Context: an optimization exercise on an open-source flow, tuned for small area, a short achievable clock period and few clock cycles. The choices shown serve that exercise and are no tape-out recipe. Function was checked by simulation only, so behaviour that the tests miss may differ from the original.

[design/flow/config.mk]
export PLATFORM = sky130hd
export DESIGN_NAME = cpu
export DESIGN_NICKNAME = cpu
export VERILOG_FILES = /design/flow/design.v
export SDC_FILE = /design/flow/constraint.sdc
export NUM_CORES = 4
export LEC_CHECK = 0
export ABC_CLOCK_PERIOD_IN_PS = 2500
export CAP_MARGIN = 20
export CORE_MARGIN = 2
export CORE_UTILIZATION = 40
export PLACE_DENSITY = 0.6
export SETUP_SLACK_MARGIN = 5
export SLEW_MARGIN = 20
[design/flow/run.sh]
#!/bin/bash
# synth_recipe.tcl (not shown) runs the flow's synth.tcl, then flattens the netlist and writes it again
# the make line also repeats each setting of config.mk as NAME=value (left out here)
make -C /OpenROAD-flow-scripts/flow DESIGN_CONFIG=/design/flow/config.mk WORK_HOME=/design/flow/orfs CLKGATE_MAP_FILE= SYNTH_SCRIPT=/design/flow/synth_recipe.tcl finish
[design/flow/design.v]
module cpu (
  output [15:0] imem_addr,
  input  [15:0] imem_rdata,
  output [15:0] dmem_addr,
  input  [15:0] dmem_rdata,
  output [15:0] dmem_wdata,
  output        dmem_write,
  input         start,
  input         stop,
  input         CLK,
  input         RSTN
  );
  reg  [15:0] pc;         
  reg         run;        
  reg  [15:0] ir;         
  reg         rv;         
  reg  [15:0] ra, rb;     
  reg         e_st;       
  reg         e_wen;      
  reg         e_mlt;      
  reg         e_ld, e_sgt, e_li;
  reg  [2:0]  e_dst;
  reg  [1:0]  mcnt;       
  reg         bprev;      
  reg  [15:0] acc;        
  reg  [127:0] rf;        
  wire [1:0] op = ir[15:14];
  wire [2:0] fd = ir[13:11];
  wire [2:0] fs = ir[10:8];
  wire [2:0] ft = ir[7:5];
  wire [4:0] fn = ir[4:0];
  wire [15:0] imm = {{8{ir[7]}}, ir[7:0]};
  wire op0   = (op == 2'b00);
  wire d_st  = op0 & (fd == 3'b000) & (fn == 5'b00000);
  wire d_ld  = op0 & (ft == 3'b000) & (fn == 5'b00001);
  wire d_add = op0 & (fn == 5'b00010);
  wire d_sgt = op0 & (fn == 5'b00100);
  wire d_mlt = op0 & (fn == 5'b00101);
  wire d_li  = (op == 2'b01) & (fs == 3'b000);
  wire d_b   = (op == 2'b10) & (fd == 3'b000) & (fs == 3'b000);
  wire d_bnz = (op == 2'b10) & (fd == 3'b001);
  wire d_bz  = (op == 2'b10) & (fd == 3'b010);
  wire last  = (mcnt == 2'd3);
  wire mbusy = e_mlt & ~last;
  wire wen   = e_wen | (e_mlt & last);
  wire one0 = e_mlt ? (rb[0] ^ bprev) : 1'b1;
  wire two0 = e_mlt & ((rb[1] & ~rb[0] & ~bprev) | (~rb[1] & rb[0] & bprev));
  wire neg0 = e_mlt & rb[1];
  wire one1 = e_mlt & (rb[2] ^ rb[1]);
  wire two1 = e_mlt & ((rb[3] & ~rb[2] & ~rb[1]) | (~rb[3] & rb[2] & rb[1]));
  wire neg1 = e_mlt & rb[3];
  wire [15:0] ra1 = {ra[14:0], 1'b0};
  wire [15:0] pp0 = ({16{one0}} & ra | {16{two0}} & ra1) ^ {16{neg0}};
  wire [15:0] pp1 = {(({14{one1}} & ra[13:0] | {14{two1}} & ra1[13:0]) ^ {14{neg1}}), {2{neg1}}};
  wire [15:0] x0  = e_mlt ? (mcnt == 2'd0 ? 16'h0000 : acc) : rb;
  wire [15:0] cs_s = x0 ^ pp0 ^ pp1;
  wire [15:0] cs_c = {(x0[14:0] & pp0[14:0]) | (x0[14:0] & pp1[14:0]) | (pp0[14:0] & pp1[14:0]), neg0};
  wire [16:0] sum17 = {cs_s, neg1} + {cs_c, neg1};
  wire [15:0] sum = sum17[16:1];
  wire gt = ra > rb;
  wire [15:0] res = e_ld  ? dmem_rdata :
                    e_sgt ? {16{gt}} :
                    e_li  ? rb : sum;
  wire [15:0] zx = ra ^ rb;
  wire [15:0] zo = {ra[14:0] | rb[14:0], 1'b0};
  wire z_add = (zx == zo);
  wire z_ex  = e_sgt ? ~gt : e_li ? (rb == 16'h0000) : z_add;
  wire [15:0] rf_s = rf[{fs, 4'b0000} +: 16];
  wire [15:0] rf_t = rf[{ft, 4'b0000} +: 16];
  wire fwd_s = wen & (e_dst == fs);
  wire fwd_t = wen & (e_dst == ft);
  wire [15:0] vs = fwd_s ? res : rf_s;
  wire [15:0] vt = fwd_t ? res : rf_t;
  wire zs = fwd_s ? z_ex : (rf_s == 16'h0000);
  wire is_bc  = d_bnz | d_bz;
  wire hazard = is_bc & (e_dst == fs) & ((e_wen & e_ld) | e_mlt);
  wire taken  = d_b | (d_bnz & ~zs) | (d_bz & zs);
  wire issue  = rv & run & ~mbusy & ~hazard;
  wire fetch  = ~rv | issue;
  always @(posedge CLK or negedge RSTN) begin
    if (!RSTN) begin
      pc    <= 16'h0000;
      run   <= 1'b0;
      rv    <= 1'b0;
      e_st  <= 1'b0;
      e_wen <= 1'b0;
      e_mlt <= 1'b0;
      mcnt  <= 2'd0;
    end else begin
      if (start)
        run <= 1'b1;
      else if (stop)
        run <= 1'b0;
      if (issue & taken) begin
        pc <= pc + imm;
        rv <= 1'b0;
      end else if (fetch) begin
        pc <= pc + 16'd1;
        rv <= 1'b1;
      end
      e_st  <= issue & d_st;
      e_wen <= issue & (d_ld | d_add | d_sgt | d_li);
      e_mlt <= mbusy | (issue & d_mlt);
      mcnt  <= mbusy ? mcnt + 2'd1 : 2'd0;
    end
  end
  always @(posedge CLK) begin
    if (fetch)
      ir <= imem_rdata;
    if (mbusy) begin
      ra    <= {ra[11:0], 4'b0000};
      rb    <= {4'b0000, rb[15:4]};
      bprev <= rb[3];
    end else begin
      ra    <= vs;
      rb    <= d_li ? imm : vt;
      bprev <= 1'b0;
      e_ld  <= d_ld;
      e_sgt <= d_sgt;
      e_li  <= d_li;
      e_dst <= fd;
    end
    acc <= sum;
  end
  genvar i;
  generate
    for (i = 0; i < 8; i = i + 1) begin : g_rf
      always @(posedge CLK or negedge RSTN) begin
        if (!RSTN)
          rf[16*i +: 16] <= 16'h0000;
        else if (wen && e_dst == i)
          rf[16*i +: 16] <= res;
      end
    end
  endgenerate
  assign imem_addr  = pc;
  assign dmem_addr  = ra;
  assign dmem_wdata = rb;
  assign dmem_write = e_st;
endmodule
[design/flow/constraint.sdc]
create_clock -name core_clock -period 8.0 [get_ports {CLK}]
set_input_delay 1.6000 -clock core_clock [delete_from_list [all_inputs] [get_ports {CLK}]]
set_output_delay 1.6000 -clock core_clock [all_outputs]
set_load 0.01 [all_outputs]
==> run_results.csv, run 1 <==
group,metric,value,unit
timing,relSlewSlack,0.1754,
timing,finalSetupViolCount,0,
timing,rsz0062_at_grt,"yes",
critical_path,rr_worst_depth,22,
critical_path,start_kind,"flop",
floorplanning,die_area,0.03858,sq mm
cells_and_area,final_cell_mix,"nand2_1 (229), dfrtp_1 (144), buf_4 (96)",
floorplanning,die_y,196.4,um
critical_path,crit_end,"pc[14]",
cells_and_area,layout_commonest_cell,"nand2_1",
critical_path,endpoint_kind,"flop",
routing,routed_wl,58230,um
critical_path,timing.rr.end,"pc[14]",
routing,initialDrtViolationCount,1376,
job,cap_violations,0,
outcome,outcome,"no timing/DRC/antenna violations",
placement,dpl.cell_count,2061,
grt,grt_antenna_before_repair,1,
critical_path,critPathTopFamily,"compound AO/OA/AOI/OAI gates",
routing,first_pass_iters,6,
timing,hold_violations,0,
floorplanning,fp.dieW,196.4,um
grt,grt_pass1_wl,85460,um
clock_network,cts_max_level,1,
clock_network,cts_tree,"built",
critical_path,path_max_fanout,4,
logic_synthesis,synth_area,0.01481,sq mm
cells_and_area,final-seq-area,0.005534,sq mm
critical_path,reg2reg_from,"rb[7]",
critical_path,cp.depth,22,
clock_network,cts_made_buffers,26,
cells_and_area,fin_cells,2260,
grt,grt_start_max_net_pins,101,
routing,antenna_left,0,
clock_network,clk_pin_slew_worst_paths,0.06,ns
clock_network,clkSinkCount,222,
critical_path,setup.worst_path.start,"rb[7]",
logic_synthesis,synth_seq_cells,222,
floorplanning,ios,85,
critical_path,path_class,"flop to flop",
critical_path,path_cells,"inv_2 -> ha_4 -> or4_1 -> o221ai_1 -> a32oi_1 -> buf_4 -> a32oi_4 -> mux2i_1 -> nand2_1 -> or3_4 -> ha_4 -> inv_2 -> fa_2 -> nor2b_2 -> o21ai_2 -> a21boi_2 -> o21ai_2 -> a21oi_2 -> o2111ai_2 -> a311oi_2 -> or3_1 -> nand3_1",
clock_network,clockBufferDepth,3,
routing,drc,0,
routing,wl_per_cell,25.77,um
logic_synthesis,synth_ff_type,"dfrtp_1",
critical_path,worst_path_max_delay_cell,"or4_1",
placement,portBuffers,84,
critical_path,worstPathRequired,8.49,ns
critical_path,slowest_delay,0.48,ns
cells_and_area,nets,1888,
clock_network,postCtsHoldBufs,0,
timing,finalClockSkew,0.03761,ns
logic_synthesis,yosys_warnings,1,
routing,dr_total_vias,14000,
cells_and_area,multi_input_area,0.01058,sq mm
cells_and_area,area_growth,38.66,%
clock_network,clock-root-buffer,"clkbuf_16",
floorplanning,start_util,0.4055,
placement,gp_routability_congestion,0.9407,
clock_network,clk_latency,0.58,ns
timing,max_freq,212.6,MHz
logic_synthesis,syn_nets,1708,
logic_synthesis,async_reset_ff_frac,0.6802,
grt,gr-total-overflow,0,
logic_synthesis,syn_inst,1592,
critical_path,path_buf_inv,3,
timing,fin_tns_setup,0,ns
logic_synthesis,synth-edff-count,22,
logic_synthesis,syn_avg_cell_area,9.304,sq um
cells_and_area,drive_gt1_frac,0.3680,
placement,place_hpwl,36900,um
cells_and_area,nFillCells,3072,
floorplanning,placementRows,70,
timing,worst_pin_slew,1.232,ns
critical_path,ff2ff_setup_slack,3.30,ns
timing,timing.final.crit_share,0.5880,
timing,slew_violations,0,
floorplanning,core,0.03652,sq mm
logic_synthesis,seq_area_frac_synth,0.3659,
routing,vias_per_cell,6.192,
critical_path,critPathArrivalTime,5.19,ns
grt,grt_usage,0.2928,
logic_synthesis,synth.distinct_cells,80,
grt,grt_pass1_vias,13500,
timing,min_period,4.704,ns
hold_path,worst_hold_path_type,"flop to flop",
## how the worst min path moves through the flow
stage | start | to | cells after the start
after global placement | mcnt[0] | mcnt[0] | 1
after floorplan | mcnt[0] | mcnt[0] | 1
final | mcnt[0] | mcnt[0] | 1
after detailed placement | mcnt[0] | mcnt[0] | 1
after global routing | mcnt[0] | mcnt[0] | 1
after CTS | mcnt[0] | mcnt[0] | 1
## state kept, by name (all words and copies together) (netlist names), 2 cells and up
register and count:
acc 16, e_dst 3, ir 16, mcnt 2, pc 16, ra 16, rb 16, rf 128
## through the flow
step                      hold slack, ns  setup slack (ns)  area, sq um  utilization
after floorplan                   0.4322             3.642        15380            -
after global placement            0.4579             2.350        16380       0.4485
after detailed placement          0.4737             2.214        16380       0.4485
after CTS                         0.4786             3.287        19280       0.5279
after global routing              0.4917             3.137        20540       0.5623
final                             0.4743             3.296        20540       0.5624
## metal layers
layer / part of all wire / track usage / vias to the layer above
li1: - / - / 6178
met1: 0.41 / 0.3933 / 7013
met2: 0.46 / 0.4644 / 645
met3: 0.073 / 0.04124 / 159
met4: 0.058 / 0.1479 / 0
met5: 0 / 0 / -
## cells in the mapped netlist, types with 15 or more instances
cell type / n / area, sq um
a211oi_1: 35 / 262.8
a21oi_1: 74 / 370.4
a221oi_1: 26 / 227.7
a22oi_1: 22 / 165.2
and2_1: 15 / 93.84
clkbuf_1: 87 / 326.6
dfrtp_1: 151 / 3779
dfxtp_1: 49 / 980.9
edfxtp_1: 22 / 660.6
fa_1: 16 / 320.3
ha_1: 64 / 800.8
inv_1: 86 / 322.8
mux2_2: 37 / 416.7
mux2i_1: 29 / 290.3
mux4_2: 57 / 1284
nand2_1: 258 / 968.4
nand3_1: 21 / 105.1
nor2_1: 93 / 349.1
nor3_1: 29 / 145.1
o21ai_0: 106 / 530.5
o22ai_1: 35 / 219.0
o31ai_1: 17 / 127.6
xnor2_1: 17 / 148.9
xor2_1: 31 / 271.5
## cell families after synthesis
logic type | count (synthesis) | share of synthesized area
and+or+nand+nor | 502 | 0.1527
AOI/OAI and AO/OA | 409 | 0.1837
DFF | 222 | 0.3659
buffers and inverters | 200 | 0.05373
muxes | 123 | 0.1344
adders and majority gates | 88 | 0.08110
xor gates and xnor gates | 48 | 0.02838
## cell type report
| class | count | share of cell area |
|---|---|---|
| clock inverter | 8 | 0.005544 |
| multi-input combinational | 1173 | 0.5153 |
| timing repair buffer | 258 | 0.1285 |
| clock buffer | 39 | 0.03503 |
| tap | 468 | 0.02851 |
| inverter | 91 | 0.01761 |
| antenna | 1 | 0.0001218 |
| sequential | 222 | 0.2694 |
## what timing repair did
item | 4_1_cts | 5_1_grt
pin swaps | 77 | 76
setup endpoints to repair | 257 | 217
setup buffers | 104 | 37
cloned | 4 | 5
hold endpoints to repair | 0 | 0
resized for setup | 360 | 205
Testbench counts, summed over its fixed seeds: cycles 35,342.
==> inputs of run 2 (changes only) <==
==> design/flow/config.mk (replaced) <==
export PLATFORM = sky130hd
export DESIGN_NAME = cpu
export DESIGN_NICKNAME = cpu
export VERILOG_FILES = /design/flow/design.v
export SDC_FILE = /design/flow/constraint.sdc
export NUM_CORES = 4
export LEC_CHECK = 0
export CAP_MARGIN = 20
export CORE_MARGIN = 2
export CORE_UTILIZATION = 40
export PLACE_DENSITY = 0.6
export SLEW_MARGIN = 20
==> run 2 against run 1 <==
Via count shrank 8.6%; fmax shrank 23%; largest cell class unchanged; synthesized cell count did not move; clock-buffer cell count stayed put; non-clock buffer count fell by 144; highest routed layer is now met5; synthesized area unchanged; global-route usage down 3.8 points; register-to-register slack worse by 1.4 ns; routed wire length is 15% lower; die area did not move; still clean on timing, DRC and antenna.
==> run_results.csv, run 2 <==
group,metric,value,unit
grt,grt-busiest-layer,"met2",
timing,max_freq,163.8,MHz
timing,fin_tns_setup,0,ns
placement,portBuffers,84,
clock_network,clk_pin_slew_worst_paths,0.06,ns
routing,antenna_left,0,
outcome,outcome,"no timing/DRC/antenna violations",
logic_synthesis,synth_top_cells_by_count,"nand2_1 (258), dfrtp_1 (151), o21ai_0 (106), nor2_1 (93), clkbuf_1 (87)",
floorplanning,start_util,0.4055,
timing,min_period,6.104,ns
clock_network,post_cts_resized,0,
logic_synthesis,synthDominantCellAreaShare,0.2551,
logic_synthesis,seq_area_frac_synth,0.3659,
clock_network,clk_latency,0.55,ns
logic_synthesis,synth_compound_area_frac,0.1837,
critical_path,path_max_fanout,25,
cells_and_area,area_growth,14.40,%
logic_synthesis,async_reset_ff_frac,0.6802,
critical_path,ff2ff_setup_slack,1.90,ns
job,cap_violations,0,
routing,first_pass_iters,7,
grt,grt_use_met3,0.02943,
grt,use_met1,0.3472,
logic_synthesis,yosysMostFrequentCell,"nand2_1",
critical_path,start_kind,"flop",
cells_and_area,fin_cells,2113,
clock_network,clock-root-buffer,"clkbuf_16",
routing,wl_per_cell,23.46,um
cells_and_area,largest_reg_flops,128,
logic_synthesis,syn_inst,1592,
logic_synthesis,synth.distinct_cells,80,
cells_and_area,nets,1741,
logic_synthesis,synth_seq_cells,222,
timing,finalClockSkew,0.02815,ns
logic_synthesis,yosys-mux-area-fraction,0.1344,
timing,finalSetupViolCount,0,
timing,hold_violations,0,
logic_synthesis,syn_nets,1708,
logic_synthesis,synth_top_family_by_area,"compound AO/OA/AOI/OAI gates",
clock_network,cts_max_level,1,
cells_and_area,final_cell_mix,"nand2_1 (258), dfrtp_1 (151), o21ai_0 (106)",
cells_and_area,drive_gt1_frac,0.1125,
routing,vias_per_cell,6.055,
hold_path,worst_hold_path_type,"flop to flop",
clock_network,cts_made_buffers,26,
floorplanning,die_area,0.03858,sq mm
routing,dr_total_vias,12800,
cells_and_area,layout_commonest_cell,"nand2_1",
floorplanning,placementRows,70,
grt,grt_antenna_before_repair,1,
grt,grt_pass1_wl,75150,um
placement,gp_routability_congestion,0.9232,
timing,slew_violations,0,
floorplanning,core,0.03652,sq mm
critical_path,worstPathRequired,8.44,ns
critical_path,endpoint_kind,"flop",
placement,place_hpwl,35520,um
clock_network,clockBufferDepth,3,
timing,whs,0.4734,ns
logic_synthesis,netlist_top_cells_area,"dfrtp_1 (26%), mux4_2 (8.7%), dfxtp_1 (6.6%)",
critical_path,path_class,"flop to flop",
placement,place_area,0.01602,sq mm
logic_synthesis,syn_avg_cell_area,9.304,sq um
floorplanning,die_y,196.4,um
timing,timing.final.crit_share,0.7630,
logic_synthesis,synthSimpleGateAreaFrac,0.1527,
timing,worst_pin_slew,1.162,ns
critical_path,critPathArrivalTime,6.54,ns
logic_synthesis,synth_area,0.01481,sq mm
clock_network,post_cts.repair.setup_buffers,0,
logic_synthesis,synthXorXnorAreaFrac,0.02838,
grt,grt_util_met2,0.4103,
cells_and_area,top_register,"rf",
logic_synthesis,synth.largest_area_cell,"dfrtp_1",
floorplanning,ios,85,
timing,relSlewSlack,0.2236,
grt,grt_pass1_vias,12300,
routing,routed_wl,49570,um
floorplanning,fp.dieW,196.4,um
grt,grt_start_max_net_pins,91,
cells_and_area,insertedDiodeCount,0,
placement,dpl.cell_count,2065,
logic_synthesis,synth-edff-count,22,
logic_synthesis,yosys_warnings,1,
logic_synthesis,synth_ff_type,"dfrtp_1",
grt,grt_usage,0.2548,
clock_network,cts_tree,"built",
logic_synthesis,synth-adder-area-share,0.08109,
cells_and_area,design_area,0.01695,sq mm
grt,gr-total-overflow,0,
routing,drc,0,
clock_network,postCtsHoldBufs,0,
clock_network,clkSinkCount,222,
timing,rsz0062_at_grt,"no",
routing,initialDrtViolationCount,1258,
==> run 2: cell counts after synthesis <==
No cell type changed its count.
==> run 2: cell type report <==
cell class / instances / area, sq um
clock inverter: 9 / 141.4
sequential: 222 / 5420
timing repair buffer: 114 / 1075
fill: 3415 / 19580
clock buffer: 39 / 780.7
tap: 468 / 585.6
inverter: 91 / 341.6
multi-input combinational: 1170 / 8601
==> run 2: metrics by stage <==
step	util	setup WS [ns]
after floorplan	-	2.874
after global placement	0.4382	2.158
after detailed placement	0.4386	2.044
after CTS	0.4639	2.017
after global routing	0.4640	1.424
final	0.4640	1.896
==> run 2: final timing paths <==
kind	cells past startpoint	end	from
min reg2reg	1	mcnt[0]	mcnt[0]
max reg2reg	16	ra[10]	rb[2]
max	16	ra[10]	rb[2]
min in group asynchronous	1	rf[32]	RSTN
min	1	mcnt[0]	mcnt[0]
max in group asynchronous	2	rf[30]	RSTN
==> run 2: cells by family after synthesis <==
family                     after synthesis
and+or+nand+nor                        502
AOI/OAI and AO/OA                      409
DFF                                    222
buffers and inverters                  200
muxes                                  123
adders and majority gates               88
xor gates and xnor gates                48
==> run 2: critical path, stage by stage (launching register included) <==
cell       delay (ns)
dfxtp_1          0.88
inv_2            0.34
nor2_1           0.62
a211oi_1         0.18
o22ai_1          0.36
nand2_1          0.16
fa_1             0.55
inv_1            0.04
ha_1             0.20
or4_1            0.53
nor3_1           0.31
o31ai_2          0.15
xor2_1           0.24
nor2_1           0.11
a2111oi_4        0.76
o21ai_0          0.36
o21ai_0          0.20
==> run 2: layer usage <==
metal / wire length (um) / vias up / part of all wire
met5: 10 / - / 0.00020
met4: 2244 / 2 / 0.045
met3: 2921 / 114 / 0.059
met2: 23140 / 518 / 0.47
met1: 21260 / 6303 / 0.43
li1: - / 5858 / -

==> afterwards: timing with drivers on the ports <==
How much do the figures lean on ideal ports? The routed layouts below were timed once more, with nothing changed but the port constraints. Step 1 assumes that a clkbuf_16 drives the clock port and a buf_2 every other input. Step 2 also shifts input and output timing later by t, the mid clock arrival at the registers, as if the neighbouring blocks saw the same clock. Slacks: ideal ports / drivers / drivers and shift; pairs: ideal ports / drivers.
run	t, ns	setup slack, ns	clock arrival spread, ns
run 1	0.614	3.296 / 3.296 / 3.296	0.037 / 0.038
run 2	0.589	1.896 / 1.896 / 1.896	0.028 / 0.028
After both steps every run listed still meets setup and hold.
